Background: an optimization exercise with open tools, aiming at a short achievable clock period. Do not read the settings as production practice. Only simulation tests tie the RTL to the original design; equivalence was not proved. In every run shown here, the design's own scripts or RTL, not TritonCTS, make the clock network. The flow treats the clock pin as an ideal source. Dropping or thinning the clock tree relies on that and would not hold on a real chip. Power and IR drop assume default switching activity.

## standard.sh

```bash
#!/bin/bash
# synth_recipe.tcl (not shown) runs the flow's synth.tcl, then flattens the netlist and writes it again
# the make line also repeats each setting of config.mk as NAME=value (left out here)
make -C /OpenROAD-flow-scripts/flow DESIGN_CONFIG=/design/flow/config.mk WORK_HOME=/design/flow/orfs CLKGATE_MAP_FILE= SYNTH_SCRIPT=/design/flow/synth_recipe.tcl "${@:-finish}"
```

## flow/run.sh

```bash
#!/bin/bash
# The standard ORFS flow (the standard.sh), except that the clock tree is a
# two-level tree built by flow/manual_cts.tcl (sourced as the PRE_CTS_TCL hook).
set -euo pipefail
here=$(pwd)
bash standard.sh synth > synth.log 2>&1
bash standard.sh floorplan > floorplan.log 2>&1
bash standard.sh place > place.log 2>&1
PRE_CTS_TCL=$here/flow/manual_cts.tcl bash standard.sh cts > cts.log 2>&1
grep -q "manual_cts: clock tree built" orfs/logs/sky130hd/systolic_array/base/4_1_cts.log
bash standard.sh finish > finish.log 2>&1
```

## design.v

```verilog
module pe (
    input clk,
    input rst,
    input ok,
    input [7:0] a,
    input [7:0] b,
    output reg [15:0] result
);
    reg [48:0] s1;
    reg [28:0] s2;
    wire pp0_0 = a[0] & b[0];
    wire pp0_1 = a[0] & b[1];
    wire pp0_2 = a[0] & b[2];
    wire pp0_3 = a[0] & b[3];
    wire pp0_4 = a[0] & b[4];
    wire pp0_5 = a[0] & b[5];
    wire pp0_6 = a[0] & b[6];
    wire pp0_7 = a[0] & b[7];
    wire pp1_0 = a[1] & b[0];
    wire pp1_1 = a[1] & b[1];
    wire pp1_2 = a[1] & b[2];
    wire pp1_3 = a[1] & b[3];
    wire pp1_4 = a[1] & b[4];
    wire pp1_5 = a[1] & b[5];
    wire pp1_6 = a[1] & b[6];
    wire pp1_7 = a[1] & b[7];
    wire pp2_0 = a[2] & b[0];
    wire pp2_1 = a[2] & b[1];
    wire pp2_2 = a[2] & b[2];
    wire pp2_3 = a[2] & b[3];
    wire pp2_4 = a[2] & b[4];
    wire pp2_5 = a[2] & b[5];
    wire pp2_6 = a[2] & b[6];
    wire pp2_7 = a[2] & b[7];
    wire pp3_0 = a[3] & b[0];
    wire pp3_1 = a[3] & b[1];
    wire pp3_2 = a[3] & b[2];
    wire pp3_3 = a[3] & b[3];
    wire pp3_4 = a[3] & b[4];
    wire pp3_5 = a[3] & b[5];
    wire pp3_6 = a[3] & b[6];
    wire pp3_7 = a[3] & b[7];
    wire pp4_0 = a[4] & b[0];
    wire pp4_1 = a[4] & b[1];
    wire pp4_2 = a[4] & b[2];
    wire pp4_3 = a[4] & b[3];
    wire pp4_4 = a[4] & b[4];
    wire pp4_5 = a[4] & b[5];
    wire pp4_6 = a[4] & b[6];
    wire pp4_7 = a[4] & b[7];
    wire pp5_0 = a[5] & b[0];
    wire pp5_1 = a[5] & b[1];
    wire pp5_2 = a[5] & b[2];
    wire pp5_3 = a[5] & b[3];
    wire pp5_4 = a[5] & b[4];
    wire pp5_5 = a[5] & b[5];
    wire pp5_6 = a[5] & b[6];
    wire pp5_7 = a[5] & b[7];
    wire pp6_0 = a[6] & b[0];
    wire pp6_1 = a[6] & b[1];
    wire pp6_2 = a[6] & b[2];
    wire pp6_3 = a[6] & b[3];
    wire pp6_4 = a[6] & b[4];
    wire pp6_5 = a[6] & b[5];
    wire pp6_6 = a[6] & b[6];
    wire pp6_7 = a[6] & b[7];
    wire pp7_0 = a[7] & b[0];
    wire pp7_1 = a[7] & b[1];
    wire pp7_2 = a[7] & b[2];
    wire pp7_3 = a[7] & b[3];
    wire pp7_4 = a[7] & b[4];
    wire pp7_5 = a[7] & b[5];
    wire pp7_6 = a[7] & b[6];
    wire pp7_7 = a[7] & b[7];
    wire xs1;
    wire xc2;
    assign xs1 = pp0_6 ^ pp1_5;
    assign xc2 = pp0_6 & pp1_5;
    wire xs3;
    wire xc4;
    assign xs3 = pp0_7 ^ pp1_6 ^ pp2_5;
    assign xc4 = (pp0_7 & pp1_6) | (pp2_5 & (pp0_7 ^ pp1_6));
    wire xs5;
    wire xc6;
    assign xs5 = pp3_4 ^ pp4_3;
    assign xc6 = pp3_4 & pp4_3;
    wire xs7;
    wire xc8;
    assign xs7 = pp1_7 ^ pp2_6 ^ pp3_5;
    assign xc8 = (pp1_7 & pp2_6) | (pp3_5 & (pp1_7 ^ pp2_6));
    wire xs9;
    wire xc10;
    assign xs9 = pp4_4 ^ pp5_3;
    assign xc10 = pp4_4 & pp5_3;
    wire xs11;
    wire xc12;
    assign xs11 = pp2_7 ^ pp3_6 ^ pp4_5;
    assign xc12 = (pp2_7 & pp3_6) | (pp4_5 & (pp2_7 ^ pp3_6));
    wire xs13;
    wire xc14;
    assign xs13 = pp0_4 ^ pp1_3;
    assign xc14 = pp0_4 & pp1_3;
    wire xs15;
    wire xc16;
    assign xs15 = pp0_5 ^ pp1_4 ^ pp2_3;
    assign xc16 = (pp0_5 & pp1_4) | (pp2_3 & (pp0_5 ^ pp1_4));
    wire xs17;
    wire xc18;
    assign xs17 = pp3_2 ^ pp4_1;
    assign xc18 = pp3_2 & pp4_1;
    wire xs19;
    wire xc20;
    assign xs19 = pp2_4 ^ pp3_3 ^ pp4_2;
    assign xc20 = (pp2_4 & pp3_3) | (pp4_2 & (pp2_4 ^ pp3_3));
    wire xs21;
    wire xc22;
    assign xs21 = pp5_1 ^ pp6_0 ^ xs1;
    assign xc22 = (pp5_1 & pp6_0) | (xs1 & (pp5_1 ^ pp6_0));
    wire xs23;
    wire xc24;
    assign xs23 = pp5_2 ^ pp6_1 ^ pp7_0;
    assign xc24 = (pp5_2 & pp6_1) | (pp7_0 & (pp5_2 ^ pp6_1));
    wire xs25;
    wire xc26;
    assign xs25 = xs3 ^ xs5 ^ xc2;
    assign xc26 = (xs3 & xs5) | (xc2 & (xs3 ^ xs5));
    wire xs27;
    wire xc28;
    assign xs27 = pp6_2 ^ pp7_1 ^ xs7;
    assign xc28 = (pp6_2 & pp7_1) | (xs7 & (pp6_2 ^ pp7_1));
    wire xs29;
    wire xc30;
    assign xs29 = xs9 ^ xc4 ^ xc6;
    assign xc30 = (xs9 & xc4) | (xc6 & (xs9 ^ xc4));
    wire xs31;
    wire xc32;
    assign xs31 = pp5_4 ^ pp6_3 ^ pp7_2;
    assign xc32 = (pp5_4 & pp6_3) | (pp7_2 & (pp5_4 ^ pp6_3));
    wire xs33;
    wire xc34;
    assign xs33 = xs11 ^ xc8 ^ xc10;
    assign xc34 = (xs11 & xc8) | (xc10 & (xs11 ^ xc8));
    wire xs35;
    wire xc36;
    assign xs35 = pp3_7 ^ pp4_6 ^ pp5_5;
    assign xc36 = (pp3_7 & pp4_6) | (pp5_5 & (pp3_7 ^ pp4_6));
    wire xs37;
    wire xc38;
    assign xs37 = pp6_4 ^ pp7_3 ^ xc12;
    assign xc38 = (pp6_4 & pp7_3) | (xc12 & (pp6_4 ^ pp7_3));
    wire xs39;
    wire xc40;
    assign xs39 = pp4_7 ^ pp5_6 ^ pp6_5;
    assign xc40 = (pp4_7 & pp5_6) | (pp6_5 & (pp4_7 ^ pp5_6));
    wire xs41;
    wire xc42;
    assign xs41 = s1[6] ^ s1[7];
    assign xc42 = s1[6] & s1[7];
    wire xs43;
    wire xc44;
    assign xs43 = s1[10] ^ s1[11] ^ s1[12];
    assign xc44 = (s1[10] & s1[11]) | (s1[12] & (s1[10] ^ s1[11]));
    wire xs45;
    wire xc46;
    assign xs45 = s1[14] ^ s1[15] ^ s1[16];
    assign xc46 = (s1[14] & s1[15]) | (s1[16] & (s1[14] ^ s1[15]));
    wire xs47;
    wire xc48;
    assign xs47 = s1[18] ^ s1[19] ^ s1[20];
    assign xc48 = (s1[18] & s1[19]) | (s1[20] & (s1[18] ^ s1[19]));
    wire xs49;
    wire xc50;
    assign xs49 = s1[22] ^ s1[23] ^ s1[24];
    assign xc50 = (s1[22] & s1[23]) | (s1[24] & (s1[22] ^ s1[23]));
    wire xs51;
    wire xc52;
    assign xs51 = s1[26] ^ s1[27] ^ s1[28];
    assign xc52 = (s1[26] & s1[27]) | (s1[28] & (s1[26] ^ s1[27]));
    wire xs53;
    wire xc54;
    assign xs53 = s1[30] ^ s1[31] ^ s1[32];
    assign xc54 = (s1[30] & s1[31]) | (s1[32] & (s1[30] ^ s1[31]));
    wire xs55;
    wire xc56;
    assign xs55 = s1[34] ^ s1[35] ^ s1[36];
    assign xc56 = (s1[34] & s1[35]) | (s1[36] & (s1[34] ^ s1[35]));
    wire xs57;
    wire xc58;
    assign xs57 = s1[38] ^ s1[39] ^ s1[40];
    assign xc58 = (s1[38] & s1[39]) | (s1[40] & (s1[38] ^ s1[39]));
    wire xs59;
    wire xc60;
    assign xs59 = s1[42] ^ s1[43] ^ s1[44];
    assign xc60 = (s1[42] & s1[43]) | (s1[44] & (s1[42] ^ s1[43]));
    wire xs61;
    wire xc62;
    assign xs61 = s1[3] ^ s1[4];
    assign xc62 = s1[3] & s1[4];
    wire xs63;
    wire xc64;
    assign xs63 = s1[8] ^ s1[9] ^ xs41;
    assign xc64 = (s1[8] & s1[9]) | (xs41 & (s1[8] ^ s1[9]));
    wire xs65;
    wire xc66;
    assign xs65 = s1[13] ^ xs43 ^ xc42;
    assign xc66 = (s1[13] & xs43) | (xc42 & (s1[13] ^ xs43));
    wire xs67;
    wire xc68;
    assign xs67 = s1[17] ^ xs45 ^ xc44;
    assign xc68 = (s1[17] & xs45) | (xc44 & (s1[17] ^ xs45));
    wire xs69;
    wire xc70;
    assign xs69 = s1[21] ^ xs47 ^ xc46;
    assign xc70 = (s1[21] & xs47) | (xc46 & (s1[21] ^ xs47));
    wire xs71;
    wire xc72;
    assign xs71 = s1[25] ^ xs49 ^ xc48;
    assign xc72 = (s1[25] & xs49) | (xc48 & (s1[25] ^ xs49));
    wire xs73;
    wire xc74;
    assign xs73 = s1[29] ^ xs51 ^ xc50;
    assign xc74 = (s1[29] & xs51) | (xc50 & (s1[29] ^ xs51));
    wire xs75;
    wire xc76;
    assign xs75 = s1[33] ^ xs53 ^ xc52;
    assign xc76 = (s1[33] & xs53) | (xc52 & (s1[33] ^ xs53));
    wire xs77;
    wire xc78;
    assign xs77 = s1[37] ^ xs55 ^ xc54;
    assign xc78 = (s1[37] & xs55) | (xc54 & (s1[37] ^ xs55));
    wire xs79;
    wire xc80;
    assign xs79 = s1[41] ^ xs57 ^ xc56;
    assign xc80 = (s1[41] & xs57) | (xc56 & (s1[41] ^ xs57));
    wire xs81;
    wire xc82;
    assign xs81 = s1[45] ^ xs59 ^ xc58;
    assign xc82 = (s1[45] & xs59) | (xc58 & (s1[45] ^ xs59));
    wire xs83;
    wire xc84;
    assign xs83 = s1[46] ^ s1[47] ^ xc60;
    assign xc84 = (s1[46] & s1[47]) | (xc60 & (s1[46] ^ s1[47]));
    wire h85;
    wire g86;
    assign h85 = s1[1] ^ s1[2];
    assign g86 = s1[1] & s1[2];
    wire h87;
    wire g88;
    assign h87 = s1[5] ^ xs61;
    assign g88 = s1[5] & xs61;
    wire h89;
    wire g90;
    assign h89 = xs63 ^ xc62;
    assign g90 = xs63 & xc62;
    wire h91;
    wire g92;
    assign h91 = xs65 ^ xc64;
    assign g92 = xs65 & xc64;
    wire h93;
    wire g94;
    assign h93 = xs67 ^ xc66;
    assign g94 = xs67 & xc66;
    wire h95;
    wire g96;
    assign h95 = xs69 ^ xc68;
    assign g96 = xs69 & xc68;
    wire h97;
    wire g98;
    assign h97 = xs71 ^ xc70;
    assign g98 = xs71 & xc70;
    wire h99;
    wire g100;
    assign h99 = xs73 ^ xc72;
    assign g100 = xs73 & xc72;
    wire h101;
    wire g102;
    assign h101 = xs75 ^ xc74;
    assign g102 = xs75 & xc74;
    wire h103;
    wire g104;
    assign h103 = xs77 ^ xc76;
    assign g104 = xs77 & xc76;
    wire h105;
    wire g106;
    assign h105 = xs79 ^ xc78;
    assign g106 = xs79 & xc78;
    wire h107;
    wire g108;
    assign h107 = xs81 ^ xc80;
    assign g108 = xs81 & xc80;
    wire h109;
    wire g110;
    assign h109 = xs83 ^ xc82;
    assign g110 = xs83 & xc82;
    wire h111;
    wire g112;
    assign h111 = s1[48] ^ xc84;
    assign g112 = s1[48] & xc84;
    wire [48:0] s1_d;
    assign s1_d[0] = pp0_0;
    assign s1_d[1] = pp0_1;
    assign s1_d[2] = pp1_0;
    assign s1_d[3] = pp0_2;
    assign s1_d[4] = pp1_1;
    assign s1_d[5] = pp2_0;
    assign s1_d[6] = pp0_3;
    assign s1_d[7] = pp1_2;
    assign s1_d[8] = pp2_1;
    assign s1_d[9] = pp3_0;
    assign s1_d[10] = pp2_2;
    assign s1_d[11] = pp3_1;
    assign s1_d[12] = pp4_0;
    assign s1_d[13] = xs13;
    assign s1_d[14] = pp5_0;
    assign s1_d[15] = xs15;
    assign s1_d[16] = xs17;
    assign s1_d[17] = xc14;
    assign s1_d[18] = xs19;
    assign s1_d[19] = xs21;
    assign s1_d[20] = xc16;
    assign s1_d[21] = xc18;
    assign s1_d[22] = xs23;
    assign s1_d[23] = xs25;
    assign s1_d[24] = xc20;
    assign s1_d[25] = xc22;
    assign s1_d[26] = xs27;
    assign s1_d[27] = xs29;
    assign s1_d[28] = xc24;
    assign s1_d[29] = xc26;
    assign s1_d[30] = xs31;
    assign s1_d[31] = xs33;
    assign s1_d[32] = xc28;
    assign s1_d[33] = xc30;
    assign s1_d[34] = xs35;
    assign s1_d[35] = xs37;
    assign s1_d[36] = xc32;
    assign s1_d[37] = xc34;
    assign s1_d[38] = pp7_4;
    assign s1_d[39] = xs39;
    assign s1_d[40] = xc36;
    assign s1_d[41] = xc38;
    assign s1_d[42] = pp5_7;
    assign s1_d[43] = pp6_6;
    assign s1_d[44] = pp7_5;
    assign s1_d[45] = xc40;
    assign s1_d[46] = pp6_7;
    assign s1_d[47] = pp7_6;
    assign s1_d[48] = pp7_7;
    wire [28:0] s2_d;
    assign s2_d[0] = s1[0];
    assign s2_d[1] = h85;
    assign s2_d[2] = g86;
    assign s2_d[3] = h87;
    assign s2_d[4] = g88;
    assign s2_d[5] = h89;
    assign s2_d[6] = g90;
    assign s2_d[7] = h91;
    assign s2_d[8] = g92;
    assign s2_d[9] = h93;
    assign s2_d[10] = g94;
    assign s2_d[11] = h95;
    assign s2_d[12] = g96;
    assign s2_d[13] = h97;
    assign s2_d[14] = g98;
    assign s2_d[15] = h99;
    assign s2_d[16] = g100;
    assign s2_d[17] = h101;
    assign s2_d[18] = g102;
    assign s2_d[19] = h103;
    assign s2_d[20] = g104;
    assign s2_d[21] = h105;
    assign s2_d[22] = g106;
    assign s2_d[23] = h107;
    assign s2_d[24] = g108;
    assign s2_d[25] = h109;
    assign s2_d[26] = g110;
    assign s2_d[27] = h111;
    assign s2_d[28] = g112;
    wire lg113;
    wire lt114;
    wire lp115;
    assign lg113 = (racc[0] ^ s2[0]) & 1'b0;
    assign lt114 = (racc[0] ^ s2[0]) | 1'b0;
    assign lp115 = (racc[0] ^ s2[0]) ^ 1'b0;
    wire lg116;
    wire lt117;
    wire lp118;
    assign lg116 = (racc[1] ^ s2[1]) & (racc[0] & s2[0]);
    assign lt117 = (racc[1] ^ s2[1]) | (racc[0] & s2[0]);
    assign lp118 = (racc[1] ^ s2[1]) ^ (racc[0] & s2[0]);
    wire lg119;
    wire lt120;
    wire lp121;
    assign lg119 = (racc[2] ^ s2[3]) & (racc[1] ? (s2[1] | s2[2]) : s2[2]);
    assign lt120 = (racc[2] ^ s2[3]) | (racc[1] ? (s2[1] | s2[2]) : s2[2]);
    assign lp121 = (racc[2] ^ s2[3]) ^ (racc[1] ? (s2[1] | s2[2]) : s2[2]);
    wire lg122;
    wire lt123;
    wire lp124;
    assign lg122 = (racc[3] ^ s2[5]) & (racc[2] ? (s2[3] | s2[4]) : s2[4]);
    assign lt123 = (racc[3] ^ s2[5]) | (racc[2] ? (s2[3] | s2[4]) : s2[4]);
    assign lp124 = (racc[3] ^ s2[5]) ^ (racc[2] ? (s2[3] | s2[4]) : s2[4]);
    wire lg125;
    wire lt126;
    wire lp127;
    assign lg125 = (racc[4] ^ s2[7]) & (racc[3] ? (s2[5] | s2[6]) : s2[6]);
    assign lt126 = (racc[4] ^ s2[7]) | (racc[3] ? (s2[5] | s2[6]) : s2[6]);
    assign lp127 = (racc[4] ^ s2[7]) ^ (racc[3] ? (s2[5] | s2[6]) : s2[6]);
    wire lg128;
    wire lt129;
    wire lp130;
    assign lg128 = (racc[5] ^ s2[9]) & (racc[4] ? (s2[7] | s2[8]) : s2[8]);
    assign lt129 = (racc[5] ^ s2[9]) | (racc[4] ? (s2[7] | s2[8]) : s2[8]);
    assign lp130 = (racc[5] ^ s2[9]) ^ (racc[4] ? (s2[7] | s2[8]) : s2[8]);
    wire lg131;
    wire lt132;
    wire lp133;
    assign lg131 = (racc[6] ^ s2[11]) & (racc[5] ? (s2[9] | s2[10]) : s2[10]);
    assign lt132 = (racc[6] ^ s2[11]) | (racc[5] ? (s2[9] | s2[10]) : s2[10]);
    assign lp133 = (racc[6] ^ s2[11]) ^ (racc[5] ? (s2[9] | s2[10]) : s2[10]);
    wire lg134;
    wire lt135;
    wire lp136;
    assign lg134 = (racc[7] ^ s2[13]) & (racc[6] ? (s2[11] | s2[12]) : s2[12]);
    assign lt135 = (racc[7] ^ s2[13]) | (racc[6] ? (s2[11] | s2[12]) : s2[12]);
    assign lp136 = (racc[7] ^ s2[13]) ^ (racc[6] ? (s2[11] | s2[12]) : s2[12]);
    wire lg137;
    wire lt138;
    wire lp139;
    assign lg137 = (racc[8] ^ s2[15]) & (racc[7] ? (s2[13] | s2[14]) : s2[14]);
    assign lt138 = (racc[8] ^ s2[15]) | (racc[7] ? (s2[13] | s2[14]) : s2[14]);
    assign lp139 = (racc[8] ^ s2[15]) ^ (racc[7] ? (s2[13] | s2[14]) : s2[14]);
    wire lg140;
    wire lt141;
    wire lp142;
    assign lg140 = (racc[9] ^ s2[17]) & (racc[8] ? (s2[15] | s2[16]) : s2[16]);
    assign lt141 = (racc[9] ^ s2[17]) | (racc[8] ? (s2[15] | s2[16]) : s2[16]);
    assign lp142 = (racc[9] ^ s2[17]) ^ (racc[8] ? (s2[15] | s2[16]) : s2[16]);
    wire lg143;
    wire lt144;
    wire lp145;
    assign lg143 = (racc[10] ^ s2[19]) & (racc[9] ? (s2[17] | s2[18]) : s2[18]);
    assign lt144 = (racc[10] ^ s2[19]) | (racc[9] ? (s2[17] | s2[18]) : s2[18]);
    assign lp145 = (racc[10] ^ s2[19]) ^ (racc[9] ? (s2[17] | s2[18]) : s2[18]);
    wire lg146;
    wire lt147;
    wire lp148;
    assign lg146 = (racc[11] ^ s2[21]) & (racc[10] ? (s2[19] | s2[20]) : s2[20]);
    assign lt147 = (racc[11] ^ s2[21]) | (racc[10] ? (s2[19] | s2[20]) : s2[20]);
    assign lp148 = (racc[11] ^ s2[21]) ^ (racc[10] ? (s2[19] | s2[20]) : s2[20]);
    wire lg149;
    wire lt150;
    wire lp151;
    assign lg149 = (racc[12] ^ s2[23]) & (racc[11] ? (s2[21] | s2[22]) : s2[22]);
    assign lt150 = (racc[12] ^ s2[23]) | (racc[11] ? (s2[21] | s2[22]) : s2[22]);
    assign lp151 = (racc[12] ^ s2[23]) ^ (racc[11] ? (s2[21] | s2[22]) : s2[22]);
    wire lg152;
    wire lt153;
    wire lp154;
    assign lg152 = (racc[13] ^ s2[25]) & (racc[12] ? (s2[23] | s2[24]) : s2[24]);
    assign lt153 = (racc[13] ^ s2[25]) | (racc[12] ? (s2[23] | s2[24]) : s2[24]);
    assign lp154 = (racc[13] ^ s2[25]) ^ (racc[12] ? (s2[23] | s2[24]) : s2[24]);
    wire lg155;
    wire lt156;
    wire lp157;
    assign lg155 = (racc[14] ^ s2[27]) & (racc[13] ? (s2[25] | s2[26]) : s2[26]);
    assign lt156 = (racc[14] ^ s2[27]) | (racc[13] ? (s2[25] | s2[26]) : s2[26]);
    assign lp157 = (racc[14] ^ s2[27]) ^ (racc[13] ? (s2[25] | s2[26]) : s2[26]);
    wire lg158;
    wire lt159;
    wire lp160;
    assign lg158 = racc[15] & (racc[14] ? (s2[27] | s2[28]) : s2[28]);
    assign lt159 = racc[15] | (racc[14] ? (s2[27] | s2[28]) : s2[28]);
    assign lp160 = racc[15] ^ (racc[14] ? (s2[27] | s2[28]) : s2[28]);
    wire lH161;
    wire lT162;
    assign lH161 = lg116 | (lt114 & lg113);
    assign lT162 = lt114 & 1'b0;
    wire lH163;
    wire lT164;
    assign lH163 = lg119 | (lt117 & lg116);
    assign lT164 = lt117 & lt114;
    wire lH165;
    wire lT166;
    assign lH165 = lg122 | (lt120 & lg119);
    assign lT166 = lt120 & lt117;
    wire lH167;
    wire lT168;
    assign lH167 = lg125 | (lt123 & lg122);
    assign lT168 = lt123 & lt120;
    wire lH169;
    wire lT170;
    assign lH169 = lg128 | (lt126 & lg125);
    assign lT170 = lt126 & lt123;
    wire lH171;
    wire lT172;
    assign lH171 = lg131 | (lt129 & lg128);
    assign lT172 = lt129 & lt126;
    wire lH173;
    wire lT174;
    assign lH173 = lg134 | (lt132 & lg131);
    assign lT174 = lt132 & lt129;
    wire lH175;
    wire lT176;
    assign lH175 = lg137 | (lt135 & lg134);
    assign lT176 = lt135 & lt132;
    wire lH177;
    wire lT178;
    assign lH177 = lg140 | (lt138 & lg137);
    assign lT178 = lt138 & lt135;
    wire lH179;
    wire lT180;
    assign lH179 = lg143 | (lt141 & lg140);
    assign lT180 = lt141 & lt138;
    wire lH181;
    wire lT182;
    assign lH181 = lg146 | (lt144 & lg143);
    assign lT182 = lt144 & lt141;
    wire lH183;
    wire lT184;
    assign lH183 = lg149 | (lt147 & lg146);
    assign lT184 = lt147 & lt144;
    wire lH185;
    wire lT186;
    assign lH185 = lg152 | (lt150 & lg149);
    assign lT186 = lt150 & lt147;
    wire lH187;
    wire lT188;
    assign lH187 = lg155 | (lt153 & lg152);
    assign lT188 = lt153 & lt150;
    wire lH189;
    wire lT190;
    assign lH189 = lg158 | (lt156 & lg155);
    assign lT190 = lt156 & lt153;
    wire lH191;
    wire lT192;
    assign lH191 = lH163 | (lT164 & lg113);
    assign lT192 = lT164 & 1'b0;
    wire lH193;
    wire lT194;
    assign lH193 = lH165 | (lT166 & lH161);
    assign lT194 = lT166 & lT162;
    wire lH195;
    wire lT196;
    assign lH195 = lH167 | (lT168 & lH163);
    assign lT196 = lT168 & lT164;
    wire lH197;
    wire lT198;
    assign lH197 = lH169 | (lT170 & lH165);
    assign lT198 = lT170 & lT166;
    wire lH199;
    wire lT200;
    assign lH199 = lH171 | (lT172 & lH167);
    assign lT200 = lT172 & lT168;
    wire lH201;
    wire lT202;
    assign lH201 = lH173 | (lT174 & lH169);
    assign lT202 = lT174 & lT170;
    wire lH203;
    wire lT204;
    assign lH203 = lH175 | (lT176 & lH171);
    assign lT204 = lT176 & lT172;
    wire lH205;
    wire lT206;
    assign lH205 = lH177 | (lT178 & lH173);
    assign lT206 = lT178 & lT174;
    wire lH207;
    wire lT208;
    assign lH207 = lH179 | (lT180 & lH175);
    assign lT208 = lT180 & lT176;
    wire lH209;
    wire lT210;
    assign lH209 = lH181 | (lT182 & lH177);
    assign lT210 = lT182 & lT178;
    wire lH211;
    wire lT212;
    assign lH211 = lH183 | (lT184 & lH179);
    assign lT212 = lT184 & lT180;
    wire lH213;
    wire lT214;
    assign lH213 = lH185 | (lT186 & lH181);
    assign lT214 = lT186 & lT182;
    wire lH215;
    wire lT216;
    assign lH215 = lH187 | (lT188 & lH183);
    assign lT216 = lT188 & lT184;
    wire lH217;
    wire lT218;
    assign lH217 = lH189 | (lT190 & lH185);
    assign lT218 = lT190 & lT186;
    wire lH219;
    wire lT220;
    assign lH219 = lH195 | (lT196 & lg113);
    assign lT220 = lT196 & 1'b0;
    wire lH221;
    wire lT222;
    assign lH221 = lH197 | (lT198 & lH161);
    assign lT222 = lT198 & lT162;
    wire lH223;
    wire lT224;
    assign lH223 = lH199 | (lT200 & lH191);
    assign lT224 = lT200 & lT192;
    wire lH225;
    wire lT226;
    assign lH225 = lH201 | (lT202 & lH193);
    assign lT226 = lT202 & lT194;
    wire lH227;
    wire lT228;
    assign lH227 = lH203 | (lT204 & lH195);
    assign lT228 = lT204 & lT196;
    wire lH229;
    wire lT230;
    assign lH229 = lH205 | (lT206 & lH197);
    assign lT230 = lT206 & lT198;
    wire lH231;
    wire lT232;
    assign lH231 = lH207 | (lT208 & lH199);
    assign lT232 = lT208 & lT200;
    wire lH233;
    wire lT234;
    assign lH233 = lH209 | (lT210 & lH201);
    assign lT234 = lT210 & lT202;
    wire lH235;
    wire lT236;
    assign lH235 = lH211 | (lT212 & lH203);
    assign lT236 = lT212 & lT204;
    wire lH237;
    wire lT238;
    assign lH237 = lH213 | (lT214 & lH205);
    assign lT238 = lT214 & lT206;
    wire lH239;
    wire lT240;
    assign lH239 = lH215 | (lT216 & lH207);
    assign lT240 = lT216 & lT208;
    wire lH241;
    wire lT242;
    assign lH241 = lH217 | (lT218 & lH209);
    assign lT242 = lT218 & lT210;
    wire lH243;
    wire lT244;
    assign lH243 = lH227 | (lT228 & lg113);
    assign lT244 = lT228 & 1'b0;
    wire lH245;
    wire lT246;
    assign lH245 = lH229 | (lT230 & lH161);
    assign lT246 = lT230 & lT162;
    wire lH247;
    wire lT248;
    assign lH247 = lH231 | (lT232 & lH191);
    assign lT248 = lT232 & lT192;
    wire lH249;
    wire lT250;
    assign lH249 = lH233 | (lT234 & lH193);
    assign lT250 = lT234 & lT194;
    wire lH251;
    wire lT252;
    assign lH251 = lH235 | (lT236 & lH219);
    assign lT252 = lT236 & lT220;
    wire lH253;
    wire lT254;
    assign lH253 = lH237 | (lT238 & lH221);
    assign lT254 = lT238 & lT222;
    wire lH255;
    wire lT256;
    assign lH255 = lH239 | (lT240 & lH223);
    assign lT256 = lT240 & lT224;
    wire lH257;
    wire lT258;
    assign lH257 = lH241 | (lT242 & lH225);
    assign lT258 = lT242 & lT226;
    wire ls259;
    assign ls259 = lp118 ^ (lt114 & lg113);
    wire ls260;
    assign ls260 = lp121 ^ (lt117 & lH161);
    wire ls261;
    assign ls261 = lp124 ^ (lt120 & lH191);
    wire ls262;
    assign ls262 = lp127 ^ (lt123 & lH193);
    wire ls263;
    assign ls263 = lp130 ^ (lt126 & lH219);
    wire ls264;
    assign ls264 = lp133 ^ (lt129 & lH221);
    wire ls265;
    assign ls265 = lp136 ^ (lt132 & lH223);
    wire ls266;
    assign ls266 = lp139 ^ (lt135 & lH225);
    wire ls267;
    assign ls267 = lp142 ^ (lt138 & lH243);
    wire ls268;
    assign ls268 = lp145 ^ (lt141 & lH245);
    wire ls269;
    assign ls269 = lp148 ^ (lt144 & lH247);
    wire ls270;
    assign ls270 = lp151 ^ (lt147 & lH249);
    wire ls271;
    assign ls271 = lp154 ^ (lt150 & lH251);
    wire ls272;
    assign ls272 = lp157 ^ (lt153 & lH253);
    wire ls273;
    assign ls273 = lp160 ^ (lt156 & lH255);
    wire [15:0] acc_x = {ls273, ls272, ls271, ls270, ls269, ls268, ls267, ls266, ls265, ls264, ls263, ls262, ls261, ls260, ls259, lp115};
    wire [15:0] acc_y = {1'b0, 1'b0, 1'b0, 1'b0, 1'b0, 1'b0, 1'b0, 1'b0, 1'b0, 1'b0, 1'b0, 1'b0, 1'b0, 1'b0, 1'b0, 1'b0};
    reg [15:0] racc_n;
    wire [15:0] racc = ~racc_n;
    always @(posedge clk) s1 <= s1_d;
    always @(posedge clk or posedge rst) begin
        if (rst) begin
            s2 <= 0;
            result <= 0;
            racc_n <= 16'hffff;
        end else begin
            s2 <= ok ? s2_d : 0;
            result <= acc_x;
            racc_n <= ~acc_x;
        end
    end
endmodule
module systolic_array
#(
    parameter DATA_BIT = 8
)
(
    input [DATA_BIT-1:0] input_west0,
    input [DATA_BIT-1:0] input_west4,
    input [DATA_BIT-1:0] input_west8,
    input [DATA_BIT-1:0] input_west12,
    input [DATA_BIT-1:0] input_north0,
    input [DATA_BIT-1:0] input_north1,
    input [DATA_BIT-1:0] input_north2,
    input [DATA_BIT-1:0] input_north3,
    input clk,
    input rst,
    output reg done,
    output [2*DATA_BIT-1:0] result0, result1, result2, result3,
                            result4, result5, result6, result7,
                            result8, result9, result10, result11,
                            result12, result13, result14, result15
);
    reg [3:0] count;
    reg [7:0] wd0_0, wd0_1, wd0_2, wd1_0, wd1_1, wd1_2, wd2_0, wd2_1, wd2_2, wd3_0, wd3_1, wd3_2;
    reg [7:0] nd0_0, nd0_1, nd0_2, nd1_0, nd1_1, nd1_2, nd2_0, nd2_1, nd2_2, nd3_0, nd3_1, nd3_2;
    always @(posedge clk) begin
            wd0_0 <= input_west0;  wd0_1 <= wd0_0; wd0_2 <= wd0_1;
            wd1_0 <= input_west4;  wd1_1 <= wd1_0; wd1_2 <= wd1_1;
            wd2_0 <= input_west8;  wd2_1 <= wd2_0; wd2_2 <= wd2_1;
            wd3_0 <= input_west12; wd3_1 <= wd3_0; wd3_2 <= wd3_1;
            nd0_0 <= input_north0; nd0_1 <= nd0_0; nd0_2 <= nd0_1;
            nd1_0 <= input_north1; nd1_1 <= nd1_0; nd1_2 <= nd1_1;
            nd2_0 <= input_north2; nd2_1 <= nd2_0; nd2_2 <= nd2_1;
            nd3_0 <= input_north3; nd3_1 <= nd3_0; nd3_2 <= nd3_1;
    end
    reg [3:0] vld;
    always @(posedge clk or posedge rst) begin
        if (rst) vld <= 4'b0;
        else vld <= {vld[2:0], 1'b1};
    end
    pe P0 (.clk(clk), .rst(rst), .ok(vld[0]), .a(input_north0), .b(input_west0), .result(result0));
    pe P1 (.clk(clk), .rst(rst), .ok(vld[1]), .a(input_north1), .b(wd0_0), .result(result1));
    pe P2 (.clk(clk), .rst(rst), .ok(vld[2]), .a(input_north2), .b(wd0_1), .result(result2));
    pe P3 (.clk(clk), .rst(rst), .ok(vld[3]), .a(input_north3), .b(wd0_2), .result(result3));
    pe P4 (.clk(clk), .rst(rst), .ok(vld[1]), .a(nd0_0), .b(input_west4), .result(result4));
    pe P5 (.clk(clk), .rst(rst), .ok(vld[1]), .a(nd1_0), .b(wd1_0), .result(result5));
    pe P6 (.clk(clk), .rst(rst), .ok(vld[2]), .a(nd2_0), .b(wd1_1), .result(result6));
    pe P7 (.clk(clk), .rst(rst), .ok(vld[3]), .a(nd3_0), .b(wd1_2), .result(result7));
    pe P8 (.clk(clk), .rst(rst), .ok(vld[2]), .a(nd0_1), .b(input_west8), .result(result8));
    pe P9 (.clk(clk), .rst(rst), .ok(vld[2]), .a(nd1_1), .b(wd2_0), .result(result9));
    pe P10 (.clk(clk), .rst(rst), .ok(vld[2]), .a(nd2_1), .b(wd2_1), .result(result10));
    pe P11 (.clk(clk), .rst(rst), .ok(vld[3]), .a(nd3_1), .b(wd2_2), .result(result11));
    pe P12 (.clk(clk), .rst(rst), .ok(vld[3]), .a(nd0_2), .b(input_west12), .result(result12));
    pe P13 (.clk(clk), .rst(rst), .ok(vld[3]), .a(nd1_2), .b(wd3_0), .result(result13));
    pe P14 (.clk(clk), .rst(rst), .ok(vld[3]), .a(nd2_2), .b(wd3_1), .result(result14));
    pe P15 (.clk(clk), .rst(rst), .ok(vld[3]), .a(nd3_2), .b(wd3_2), .result(result15));
    always @(posedge clk or posedge rst) begin
        if (rst) begin
            done <= 0;
            count <= 0;
        end else begin
            if (count == 9) begin
                done <= 1;
                count <= 0;
            end else begin
                done <= 0;
                count <= count + 1;
            end
        end
    end
endmodule
```

## config.mk

```make
export PLATFORM = sky130hd
export DESIGN_NAME = systolic_array
export DESIGN_NICKNAME = systolic_array
export VERILOG_FILES = /design/flow/design.v
export SDC_FILE = /design/flow/constraint.sdc
export NUM_CORES = 4
export LEC_CHECK = 0
export ABC_AREA = 1
export CAP_MARGIN = 20
export CORE_MARGIN = 2
export CORE_UTILIZATION = 65
export PLACE_DENSITY = 0.75
export SETUP_SLACK_MARGIN = 3.2
export SLEW_MARGIN = 20
```

## constraint.sdc

```tcl
create_clock -name core_clock -period 5.0 [get_ports {clk}]
set_input_delay 1.0000 -clock core_clock [delete_from_list [all_inputs] [get_ports {clk}]]
set_output_delay 1.0000 -clock core_clock [all_outputs]
set_load 0.01 [all_outputs]
```

## flow/manual_cts.tcl

```tcl
# Manual two-level clock tree: the clock port drives NROOT root buffers, each
# root drives the leaf buffers of one region, and each leaf buffer drives a
# cluster of about LEAF_SIZE neighbouring flip-flops.
set leaf_size [expr {[info exists ::env(MCTS_LEAF_SIZE)] ? $::env(MCTS_LEAF_SIZE) : 28}]
set nroot [expr {[info exists ::env(MCTS_NROOT)] ? $::env(MCTS_NROOT) : 4}]
set bufcell [expr {[info exists ::env(MCTS_BUF)] ? $::env(MCTS_BUF) : "sky130_fd_sc_hd__clkbuf_16"}]
set rootcell [expr {[info exists ::env(MCTS_ROOTBUF)] ? $::env(MCTS_ROOTBUF) : "sky130_fd_sc_hd__clkbuf_16"}]

# Output buffers: move each port's buffer next to the cell that drives it, so the
# buffer (not the flip-flop) drives the long wire to the pin.
if {![info exists ::env(MCTS_MOVE_OUTBUF)] || $::env(MCTS_MOVE_OUTBUF)} {
  set nmoved 0
  set blk [ord::get_db_block]
  foreach bt [$blk getBTerms] {
    if {[$bt getIoType] ne "OUTPUT"} continue
    set onet [$bt getNet]
    if {$onet eq "NULL"} continue
    set drv [$onet getFirstOutput]
    if {$drv eq "NULL"} continue
    set buf [$drv getInst]
    if {![string match *buf* [[$buf getMaster] getName]]} continue
    set ain [$buf findITerm A]
    if {$ain eq "NULL"} continue
    set inet [$ain getNet]
    if {$inet eq "NULL"} continue
    set src [$inet getFirstOutput]
    if {$src eq "NULL"} continue
    lassign [[$src getInst] getLocation] sx sy
    $buf setLocation $sx $sy
    incr nmoved
  }
  puts "manual_cts: moved $nmoved output buffers next to their drivers"
}

set block [ord::get_db_block]
set dbu [$block getDbUnitsPerMicron]
set clk_port_name [get_full_name [lindex [get_property [lindex [all_clocks] 0] sources] 0]]
set clknet [$block findNet $clk_port_name]

# sinks: every instance pin on the clock net, with its location in um
set sinks {}
foreach it [$clknet getITerms] {
  set inst [$it getInst]
  set bb [$inst getBBox]
  set x [expr {([$bb xMin] + [$bb xMax]) / 2.0 / $dbu}]
  set y [expr {([$bb yMin] + [$bb yMax]) / 2.0 / $dbu}]
  lappend sinks [list [$inst getName]/[[$it getMTerm] getName] $x $y]
}
set n [llength $sinks]
puts "manual_cts: $n sinks on $clk_port_name"

# split a list of {name x y} into groups of near-equal size on a grid
proc grid_split {items ngroups} {
  set xs [lsort -real [lmap i $items {lindex $i 1}]]
  set ys [lsort -real [lmap i $items {lindex $i 2}]]
  set w [expr {max(1.0, [lindex $xs end] - [lindex $xs 0])}]
  set h [expr {max(1.0, [lindex $ys end] - [lindex $ys 0])}]
  set nx [expr {max(1, int(round(sqrt($ngroups * $w / $h))))}]
  if {$nx > $ngroups} { set nx $ngroups }
  set ny [expr {int(ceil(double($ngroups) / $nx))}]
  set byx [lsort -real -index 1 $items]
  set m [llength $byx]
  set groups {}
  for {set i 0} {$i < $nx} {incr i} {
    set a [expr {$i * $m / $nx}]
    set b [expr {($i + 1) * $m / $nx - 1}]
    set col [lsort -real -index 2 [lrange $byx $a $b]]
    set mc [llength $col]
    # snake order so neighbouring groups stay close
    for {set j 0} {$j < $ny} {incr j} {
      set c [expr {$j * $mc / $ny}]
      set d [expr {($j + 1) * $mc / $ny - 1}]
      if {$d >= $c} { lappend groups [lrange $col $c $d] }
    }
  }
  return $groups
}

proc centroid {g} {
  set sx 0; set sy 0
  foreach i $g { set sx [expr {$sx + [lindex $i 1]}]; set sy [expr {$sy + [lindex $i 2]}] }
  return [list [expr {$sx / [llength $g]}] [expr {$sy / [llength $g]}]]
}

set nleaf [expr {int(ceil(double($n) / $leaf_size))}]
set leaves {}
set k 0
foreach g [grid_split $sinks $nleaf] {
  lassign [centroid $g] cx cy
  set pins [lmap i $g {get_pins [lindex $i 0]}]
  set name clkleaf_$k
  insert_buffer -buffer_cell $bufcell -net $clk_port_name -load_pins $pins -location [list $cx $cy] -buffer_name $name -net_name clknet_leaf_$k
  set drv [[[$block findITerm [lindex $g 0 0]] getNet] getFirstOutput]
  lappend leaves [list [[$drv getInst] getName]/A $cx $cy]
  incr k
}
puts "manual_cts: $k leaf buffers"
set k 0
foreach g [grid_split $leaves $nroot] {
  lassign [centroid $g] cx cy
  set pins [lmap i $g {get_pins [lindex $i 0]}]
  insert_buffer -buffer_cell $rootcell -net $clk_port_name -load_pins $pins -location [list $cx $cy] -buffer_name clkroot_$k -net_name clknet_root_$k
  incr k
}
puts "manual_cts: $k root buffers"
foreach net [$block getNets] {
  if {[string match clknet_* [$net getName]] || [$net getName] eq $clk_port_name} { $net setSigType CLOCK }
}
set_propagated_clock [all_clocks]

# The tree is complete: TritonCTS, which cts.tcl calls next, has nothing left to do.
rename clock_tree_synthesis triton_clock_tree_synthesis
proc clock_tree_synthesis {args} { puts "manual_cts: clock tree built by manual_cts.tcl" }
```

==> results of run 1 <==
worst min-delay path, cell delays in order (launching register included):
cell     delay (ns)
dfxtp_1        0.31
nand2_1        0.05
inv_1          0.03
Yosys cell counts, drive strengths merged:
library cell	instances	area share
a21oi	210	0.010
a31oi	32	0.0020
and2b	3	0.00022
buf	13	0.00059
clkbuf	295	0.011
conb	1	0.000037
dfrtp	729	0.18
dfstp	256	0.066
dfxtp	976	0.19
fa	576	0.11
ha	864	0.11
inv	3748	0.14
nand2	2880	0.11
nand3	289	0.014
nand3b	16	0.0012
nand4	16	0.00099
nor2	310	0.012
nor2b	13	0.00080
nor3	49	0.0024
o21ai	65	0.0032
o21bai	32	0.0029
or2	16	0.00099
xnor2	208	0.018
xor2	144	0.014
worst max path at each step:
stage               slack, ns  cells past startpoint        endpoint            from
global route             2.78                     14  P10.result[15]   P10.racc_n[8]
global placement         1.88                      7       P0.s1[26]  input_west0[5]
floorplan               -9.36                      1    P0.result[0]             rst
CTS                      2.86                      1      result3[6]    P3.result[6]
finish                   2.87                     13  P14.result[14]   P14.racc_n[2]
detailed placement       1.84                      7       P0.s1[26]  input_west0[5]
power groups by stage:
stage | Combinational [W] | Sequential, W | Clock [W]
finish | 0.0452 | 0.0234 | 0.00736
CTS | 0.0357 | 0.0231 | 0.00747
global placement | 0.0283 | 0.0229 | 0
floorplan | 0.0207 | 0.0227 | 0
detailed placement | 0.0292 | 0.0230 | 0
global route | 0.0493 | 0.0238 | 0.00799
cells by family (layout without fill, tap and decap cells):
logic type,count (synthesis),in the layout,synth area share
and+or+nand+nor,3592,3592,0.1412
xor gates and xnor gates,352,352,0.03156
AOI/OAI and AO/OA,339,339,0.01845
other,1,13,0.00003695
buffers and inverters,4056,4571,0.1501
DFF,1961,1961,0.4385
adders and majority gates,1440,1440,0.2201
repair_timing:
item / in CTS / in global routing
setup endpoints to repair: 1873 / 1279
cloned: 3 / 2
buffers inserted: 219 / 171
pin swaps: 925 / 823
gates resized for setup: 3417 / 1984
cell type report, clock buffers not listed:
cell class	count	area, sq um	area share
Antenna cell	12	30.03	0.0002427
Inverter	3748	14120	0.1141
Multi-Input combinational cell	5724	52750	0.4264
Sequential cell	1961	45110	0.3646
Tap cell	2058	2575	0.02081
Timing Repair Buffer	747	7234	0.05847
routing by layer:
layer,vias up,GRT usage
li1,33655,-
met1,35136,0.3684
met2,1953,0.5010
met3,632,0.04097
met4,16,0.09278
met5,-,0
per-stage QoR:
stage / std cells / worst slack (ns) / total power, W
floorplan: 11741 / -9.359 / 0.04337
global placement: 13843 / 1.876 / 0.05121
detailed placement: 13843 / 1.840 / 0.05223
CTS: 14141 / 2.862 / 0.06625
global route: 14321 / 2.778 / 0.08108
finish: 14326 / 2.867 / 0.07592
==> flow_metrics.py, run 1 <==
metrics = {
    "run_status": {
        "outcome": "no timing/DRC/antenna violations",
    },
    "pwr": {
        "power_frac_seq": 0.308,
        "p_sw_w": 0.03386,
        "combPwrFrac": 0.595,
        "swShare": 0.4460,
        "ir_drop_mv": 0.5667,
        "power.leakage_nw": 71.05,
        "pwr-share-clk": 0.097,
        "p_per_area_mw_per_mm2": 613.6,
        "intPower_w": 0.04206,
    },
    "grt": {
        "grt_usage": 0.2869,
        "grt_pass1_wl_mm": 368.9,
        "antenna_found_initial": 25,
        "grt_max_degree": 114,
        "grt-ovfl-total": 0,
        "grt_pass1_vias": 73257,
    },
    "setup_path": {
        "worstPathMaxFanout": 3,
        "critical_path_class": "reg -> reg",
        "reg2reg_to": "P14.result[14]",
        "cp_slowest_stage_delay_ns": 0.60,
        "cp-end-kind": "register",
        "crit_slowest_cell": "dfstp_2",
        "critical_path.top_delay_family": "simple AND/OR/NAND/NOR gates",
        "startpoint_type": "register",
        "crit_buf_inv": 1,
        "rr_worst_depth": 13,
        "worst-endpoint-arrival_ns": 2.58,
        "reg2reg_setup_slack_ns": 2.87,
        "crit_chain": "xnor2_4, inv_2, ha_4, nor2_2, nand4_1, nand2_2, nand2_4, nand2_4, nand2_4, nand3b_1, nand2_1, nand2_1, nand2_1",
        "worstPathRequired_ns": 5.45,
        "r2r-start": "P14.racc_n[2]",
    },
    "sta": {
        "slew_headroom": 0.2757,
        "timing.hold.ws_ns": 0.4067,
        "clock_skew_ns": 0.02063,
        "max_freq_mhz": 468.7,
        "finalCriticalPeriod_ns": 2.133,
        "setup_viol": 0,
        "tightest_slew_ns": 1.086,
        "setup_tns_ns": 0,
        "grt_setup_unrepaired": "yes",
        "hold_viol": 0,
        "slew_viol_final": 0,
        "fin_crit_sh": 0.4267,
    },
    "layout": {
        "finalInstanceArea_sq_mm": 0.1237,
        "layout.nets": 13764,
        "num-fill-cells": 9440,
        "post-route-util": 0.7949,
        "mostFrequentLayoutCells": "3,011 x inv_1, 2,099 x nand2_1, 721 x dfrtp_1, 716 x inv_2, 628 x dfxtp_1",
        "drive_above_1_share": 0.3394,
        "final_common_cell": "inv_1",
        "area_growth_pct": 21.91,
    },
    "yosys": {
        "synth.net_count": 13247,
        "yosysSeqAreaShare": 0.4385,
        "ys_types": 32,
        "synth_area_per_cell_sq_um": 8.644,
        "synth_cells": 11741,
        "yosysWarnings": 2,
        "synth.cell_area_sq_mm": 0.1015,
        "synth_seq_cells": 1961,
    },
    "detailed_routing": {
        "vias": 71392,
        "drt-initial-drc-count": 3908,
        "drc_errors": 0,
        "wl_met1_mm": 97.14,
        "wl_met3_mm": 13.71,
        "drtAntennaViolNets": 0,
        "highest_layer": "met5",
        "firstDrtPassIters": 6,
        "drt-total-wl_mm": 247.8,
        "wl_met2_mm": 125.4,
        "routedWlPerCell_um": 17.29,
        "via_per_inst": 4.983,
    },
    "clock_tree": {
        "clock_latency_ns": 0.57,
        "cts_hold_buf": 0,
        "clk_pin_slew_worst_paths_ns": 0.10,
    },
    "floorplan": {
        "die_y_um": 399.2,
        "placementRows": 145,
        "coreArea_sq_mm": 0.1557,
        "start_util": 0.6520,
        "die-area_sq_mm": 0.1593,
        "io_pins": 323,
        "die_x_um": 399.2,
    },
    "worst_hold_path": {
        "holdPathEnd": "P14.s2[0]",
        "min_from": "P14.s1[0]",
        "hold_depth": 2,
        "hold_class": "reg -> reg",
    },
    "place": {
        "gp_congestion": 0.9230,
        "hpwl_mm": 159.9,
        "placed_cell_area_sq_mm": 0.1066,
        "io_buffers": 322,
    },
    "flow_run": {
        "maxCapViolCount": 0,
    },
}
==> run 2, diff against run 1 <==
--- a/config.mk
+++ b/config.mk
@@ -14 +14,2 @@
 export SLEW_MARGIN = 20
+export TNS_END_PERCENT = 5
==> run 2 against run 1 <==
Compared with the run above: die area stayed put; via count is 4.5% lower; critical path depth fell by 1; final cell count fell by 1.9%; still clean on timing, DRC and antenna; clock skew fell by 0.0017 ns; routed wire length fell by 12%; sequential share of layout area is 2.8 points higher; sequential power about the same; largest cell class unchanged; core utilization decreased by 6.7 points; global-route usage shrank 2.0 points; fmax is 0.20% higher.
==> flow_metrics.py, run 2 <==
metrics = {
    "layout": {
        "num-fill-cells": 11407,
        "seqCellArea_sq_mm": 0.04455,
        "layout.nets": 13498,
        "finalInstanceArea_sq_mm": 0.1134,
        "drive_above_1_share": 0.1689,
        "multiInputGateArea_sq_mm": 0.04631,
        "mostFrequentLayoutCells": "3,529 x inv_1, 2,505 x nand2_1, 959 x dfxtp_1, 739 x ha_1, 726 x dfrtp_1",
        "post-route-util": 0.7283,
        "area_growth_pct": 11.70,
        "final_common_cell": "inv_1",
    },
    "pwr": {
        "p_per_area_mw_per_mm2": 579.6,
        "finalPower_w": 0.06571,
        "power.leakage_nw": 67.85,
        "ir_drop_mv": 0.4653,
    },
    "yosys": {
        "synth_seq_cells": 1961,
        "yosys.area_share.simple": 0.1412,
        "synth.cell_area_sq_mm": 0.1015,
        "synth_compound_area_frac": 0.01845,
        "synth_top_family_by_area": "adder cells",
        "ys_types": 32,
        "ys_top_cells_by_count": "3,667 x inv_1, 2,819 x nand2_1, 976 x dfxtp_1",
        "yosysSeqAreaShare": 0.4385,
        "synth_top_cell_by_area": "dfxtp_1",
        "synth-async-reset-ratio": 0.5023,
        "yosysWarnings": 2,
        "synth.net_count": 13247,
        "synth_area_per_cell_sq_um": 8.644,
        "netlist_top_cells_area": "dfxtp_1 19%, dfrtp_1 18%, inv_1 14%, fa_1 11%, ha_1 11%",
        "yosysMostFrequentCell": "inv_1",
        "synth_cells": 11741,
        "synth-edff-count": 0,
        "synth_xor_area_frac": 0.03156,
        "yosysTopAreaCellShare": 0.1925,
        "synthMuxAreaShare": 0,
        "synth_flop_cell": "dfxtp_1",
        "synth_adder_area_share": 0.2201,
    },
    "clock_tree": {
        "clk_pin_slew_worst_paths_ns": 0.11,
        "clock_latency_ns": 0.56,
        "cts_hold_buf": 0,
    },
    "sta": {
        "tightest_slew_ns": 1.047,
        "clock_skew_ns": 0.01892,
        "timing.hold.ws_ns": 0.4104,
        "fin_crit_sh": 0.4258,
        "slew_viol_final": 0,
        "slew_headroom": 0.3020,
        "finalCriticalPeriod_ns": 2.129,
        "grt_setup_unrepaired": "yes",
        "setup_viol": 0,
        "hold_viol": 0,
        "max_freq_mhz": 469.7,
    },
    "run_status": {
        "outcome": "no timing/DRC/antenna violations",
    },
    "setup_path": {
        "cp-end-kind": "register",
        "worst-endpoint-arrival_ns": 2.56,
        "critical_path_class": "reg -> reg",
        "critPathMostFrequentCell": "inv_1",
        "crit_chain": "inv_1, a21oi_2, inv_1, ha_1, nor2_4, nor3_2, nor3_1, o21ai_1, inv_1, nand2_2, nand3_1, nand2_1",
        "crit_slowest_cell": "dfstp_2",
        "startpoint_type": "register",
        "worstPathMaxFanout": 3,
        "worstPathRequired_ns": 5.43,
        "cp_slowest_stage_delay_ns": 0.57,
    },
    "grt": {
        "grt_pass1_vias": 70253,
        "grt_max_degree": 146,
        "grt_pass1_wl_mm": 344.0,
        "grt-ovfl-total": 0,
        "antenna_found_initial": 14,
        "grt_usage": 0.2672,
    },
    "floorplan": {
        "placementRows": 145,
        "start_util": 0.6520,
        "coreArea_sq_mm": 0.1557,
        "die_y_um": 399.2,
        "io_pins": 323,
        "die-area_sq_mm": 0.1593,
        "die_x_um": 399.2,
    },
    "place": {
        "io_buffers": 322,
        "gp_congestion": 0.8931,
        "placed_cell_area_sq_mm": 0.1065,
        "hpwl_mm": 160.1,
    },
    "detailed_routing": {
        "drtAntennaViolNets": 0,
        "via_per_inst": 4.851,
        "firstDrtPassIters": 8,
        "drt-total-wl_mm": 218.9,
        "routedWlPerCell_um": 15.58,
        "drc_errors": 0,
        "drt-initial-drc-count": 3542,
        "vias": 68167,
    },
    "worst_hold_path": {
        "hold_class": "reg -> reg",
    },
    "flow_run": {
        "maxCapViolCount": 0,
    },
}
[run 2: changes by cell type in the layout (fill, tap and decap cells not counted), moves of 97 or more]
cell / delta
buf_6: -225
inv_1: +518
buf_4: -143
nand2_1: +406
dfxtp_1: +331
nand2_4: -221
nand2_2: -185
ha_1: +176
inv_2: -507
ha_4: -97
dfxtp_2: -273
[run 2: path summary, 6_finish.rpt]
check                               from              to  slack (ns)  cells after the start
max                        P1.racc_n[10]   P1.result[15]        2.87                     12
min                            P15.s1[0]       P15.s2[0]        0.41                      2
max reg2reg                P1.racc_n[10]   P1.result[15]        2.87                     12
min reg2reg                    P15.s1[0]       P15.s2[0]        0.41                      2
max in group asynchronous            rst  P10.racc_n[11]        3.08                      5
min in group asynchronous            rst  P12.result[14]        0.91                      3
[run 2: final cells by class, clock buffers not listed]
class	count	share of cell area
Multi-Input combinational cell	5724	0.4084
Sequential cell	1961	0.3929
Inverter	3748	0.1243
Timing Repair Buffer	480	0.03471
Tap cell	2058	0.02271
Antenna cell	4	0.00008829
Timing Repair inverter	1	0.00004414
[run 2: cell families (layout without fill, tap and decap cells)]
| logic type | Yosys count | count (layout) |
|---|---|---|
| XOR/XNOR | 352 | 352 |
| AO/OA/AOI/OAI | 339 | 339 |
| AND/OR/NAND/NOR | 3592 | 3592 |
| buffers and inverters | 4056 | 4305 |
| adder cells (fa/ha/maj) | 1440 | 1440 |
| flip-flops | 1961 | 1961 |
| other | 1 | 5 |
[run 2: per-layer routing]
metal	up-vias	GRT usage	wire length, um
li1	33141	-	-
met1	33279	0.3414	90200
met2	1360	0.4833	111500
met3	377	0.02504	9292
met4	10	0.07566	7874
met5	-	0	55
[run 2: worst max-delay path: cells and delay by family, from the launching register on]
family          cells  cell delay (ns)
compound gates      2             0.26
fa+ha+maj           1             0.22
buf+inv             3             0.24
flops               1             0.57
simple gates        6             0.70
[run 2: where the power goes]
| group | switching, W | internal [W] |
|---|---|---|
| sequential | 0.00263 | 0.0204 |
| clock | 0.00463 | 0.00270 |
| combinational | 0.0215 | 0.0138 |
[run 2: timing repair]
item                                    4_1_cts  5_1_grt
buffers inserted                              6      122
gates cloned                                  1        0
pin swaps                                     5      374
gates resized for setup                    1362     1218
endpoints found under the setup margin     2077     1857
[run 2: through the flow]
step | cells | setup WS (ns) | setup TNS [ns]
finish | 14052 | 2.871 | 0
global route | 14050 | 2.724 | 0
CTS | 13926 | 2.861 | 0
detailed placement | 13843 | 1.889 | 0
global placement | 13843 | 1.949 | 0
floorplan | 11741 | -9.359 | -8239.15
==> run 3, diff against run 2 <==
--- a/config.mk
+++ b/config.mk
@@ -12,4 +12,3 @@
 export PLACE_DENSITY = 0.75
-export SETUP_SLACK_MARGIN = 3.2
+export SETUP_SLACK_MARGIN = 2.95
 export SLEW_MARGIN = 20
-export TNS_END_PERCENT = 5
==> run 3 against run 2 <==
Compared with the run above: power decreased by 2.5%; global-route usage increased by 0.12 points; synthesized cell count unchanged; core utilization is 0.29 points lower; sequential power barely moved; clock skew down 0.00089 ns; register-to-register slack better by 0.08 ns; flip-flop and latch count did not move; combinational power fell by 5%; highest routed layer unchanged; critical path depth is 11 lower.
==> flow_metrics.py, run 3 <==
metrics = {
    "run_status": {
        "outcome": "no timing/DRC/antenna violations",
    },
    "yosys": {
        "yosysSeqAreaShare": 0.4385,
        "synth_flop_cell": "dfxtp_1",
        "synth_area_per_cell_sq_um": 8.644,
        "netlist_top_cells_area": "dfxtp_1 19%, dfrtp_1 18%, inv_1 14%, fa_1 11%, ha_1 11%",
        "ys_top_cells_by_count": "3,667 x inv_1, 2,819 x nand2_1, 976 x dfxtp_1",
        "synth_cells": 11741,
        "yosysMostFrequentCell": "inv_1",
        "synth-async-reset-ratio": 0.5023,
        "yosysTopAreaCellShare": 0.1925,
        "synth_seq_cells": 1961,
        "synth.net_count": 13247,
        "synth_top_cell_by_area": "dfxtp_1",
        "synth-edff-count": 0,
        "yosysWarnings": 2,
        "synth.cell_area_sq_mm": 0.1015,
        "ys_types": 32,
    },
    "flow_run": {
        "maxCapViolCount": 0,
    },
    "sta": {
        "fin_crit_sh": 0.4208,
        "tightest_slew_ns": 1.043,
        "slew_headroom": 0.3037,
        "timing.hold.ws_ns": 0.4073,
        "hold_viol": 0,
        "finalCriticalPeriod_ns": 2.104,
        "setup_viol": 0,
        "max_freq_mhz": 475.3,
        "grt_setup_unrepaired": "yes",
        "clock_skew_ns": 0.01803,
        "slew_viol_final": 0,
    },
    "detailed_routing": {
        "vias": 67498,
        "drt-initial-drc-count": 3447,
        "via_per_inst": 4.809,
        "routedWlPerCell_um": 15.32,
        "drtAntennaViolNets": 0,
        "firstDrtPassIters": 6,
        "drt-total-wl_mm": 215.0,
        "drc_errors": 0,
    },
    "grt": {
        "antenna_found_initial": 31,
        "grt-ovfl-total": 0,
        "grt-busiest-layer": "met2",
        "grt_use_met2": 0.4642,
        "grt_pass1_wl_mm": 346.5,
        "grt_pass1_vias": 69468,
        "use_met1": 0.3541,
        "grt_usage": 0.2684,
        "grt_max_degree": 126,
        "met3_usage": 0.03783,
    },
    "worst_hold_path": {
        "hold_class": "reg -> reg",
    },
    "setup_path": {
        "critical_path.top_delay_family": "flip-flops",
        "worstPathMaxFanout": 1,
        "cp_slowest_stage_delay_ns": 0.40,
        "crit_chain": "buf_6",
        "crit_slowest_cell": "dfrtp_1",
        "critical_path_class": "reg -> out",
        "cp-end-kind": "output pin",
        "startpoint_type": "register",
        "worstPathRequired_ns": 4.00,
        "worst-endpoint-arrival_ns": 1.10,
        "crit_buf_inv": 1,
    },
    "floorplan": {
        "die-area_sq_mm": 0.1593,
        "coreArea_sq_mm": 0.1557,
        "die_x_um": 399.2,
        "start_util": 0.6520,
        "die_y_um": 399.2,
        "io_pins": 323,
        "placementRows": 145,
    },
    "place": {
        "gp_congestion": 0.9230,
        "io_buffers": 322,
        "hpwl_mm": 159.9,
        "placedCellCount": 13843,
    },
    "pwr": {
        "swShare": 0.4285,
        "intPower_w": 0.03663,
        "ir_drop_mv": 0.4239,
        "p_per_area_mw_per_mm2": 567.7,
        "power.leakage_nw": 67.96,
        "pwr-share-clk": 0.114,
        "power_frac_seq": 0.360,
        "combPwrFrac": 0.526,
        "p_sw_w": 0.02747,
    },
    "layout": {
        "mostFrequentLayoutCells": "3,549 x inv_1, 2,560 x nand2_1, 926 x dfxtp_1, 780 x ha_1, 726 x dfrtp_1",
        "area_growth_pct": 11.25,
        "finalNonFillerCells": 14036,
        "drive_above_1_share": 0.1576,
        "post-route-util": 0.7254,
        "layout.nets": 13473,
        "final_common_cell": "inv_1",
    },
    "clock_tree": {
        "clock_latency_ns": 0.57,
        "cts_hold_buf": 0,
        "clk_pin_slew_worst_paths_ns": 0.10,
    },
}
run 3: final cells by class, clock buffers not listed:
type	instances	area (sq um)
multi-input cells	5724	45550
flip-flops and latches	1961	44580
fillers	11514	42740
inverters	3748	14070
repair buffers	456	4208
well taps	2058	2575
diodes	13	32.53
run 3: routing by layer:
metal / vias up / wire length, um
met5: - / 163
met2: 1292 / 105400
met4: 26 / 7010
li1: 33079 / -
met1: 32763 / 91500
met3: 338 / 10960
run 3: what timing repair did:
action / 4_1_cts / 5_1_grt
endpoints found under the setup margin: 645 / 722
setup buffers: 17 / 87
resized for setup: 1560 / 976
pin swaps: 50 / 368
run 3: worst paths after layout:
check / from / endpoint / slack, ns / depth (start not counted)
max: P3.result[6] / result3[6] / 2.90 / 1
min: P14.s1[0] / P14.s2[0] / 0.41 / 2
max reg2reg: P10.racc_n[2] / P10.result[14] / 2.95 / 14
min reg2reg: P14.s1[0] / P14.s2[0] / 0.41 / 2
max in group asynchronous: rst / P8.racc_n[0] / 3.12 / 5
min in group asynchronous: rst / P2.result[9] / 0.95 / 4
run 3: power groups by stage:
stage	Clock, W	Sequential [W]	Combinational [W]
floorplan	0	0.0227	0.0207
global placement	0	0.0229	0.0283
detailed placement	0	0.0230	0.0292
CTS	0.00747	0.0228	0.0301
global route	0.00797	0.0235	0.0381
finish	0.00729	0.0231	0.0337
run 3: through the flow:
stage / area (sq um) / setup TNS [ns] / power [W] / setup slack [ns]
floorplan: 102100 / -8239.15 / 0.04337 / -9.359
global placement: 106600 / 0 / 0.05121 / 1.876
detailed placement: 106600 / 0 / 0.05223 / 1.840
CTS: 109000 / 0 / 0.06031 / 2.835
global route: 112900 / 0 / 0.06963 / 2.823
finish: 112900 / 0 / 0.06410 / 2.896
run 3: logic make-up (layout without fill, tap and decap cells):
family,count (synthesis),after routing,synth area share
buf+inv,4056,4280,0.1501
simple gates,3592,3592,0.1412
flops,1961,1961,0.4385
fa+ha+maj,1440,1440,0.2201
xor+xnor,352,352,0.03156
compound gates,339,339,0.01845
other cells,1,14,0.00003695

what the ideal ports hide:
The results above use ideal ports. As a check the final layouts listed here were re-extracted and re-timed, cells and wires unchanged.
Step 1, drivers: a clkbuf_16 drives clk and a buf_2 each remaining input, both assumed.
Step 2 moves the port delays by t, midway between the first and last clock arrival at a register: inputs arrive t later, outputs are due t later. That takes back most of the time a late clock gives input paths.
Slacks: ideal ports / drivers / drivers and shift; pairs: ideal ports / drivers.
| run | shift t [ns] | setup slack, ns | worst register clock-pin slew, ns |
|---|---|---|---|
| run 1 | 0.726 | 2.867 / 2.704 / 2.478 | 0.12 / 0.12 |
| run 2 | 0.728 | 2.871 / 2.706 / 2.266 | 0.11 / 0.11 |
| run 3 | 0.724 | 2.896 / 2.724 / 2.316 | 0.12 / 0.12 |
After both steps setup and hold are still met in every run listed. The setup slack of run 2, which loses most, moves by -0.165 ns with the drivers and by -0.605 ns with both steps.
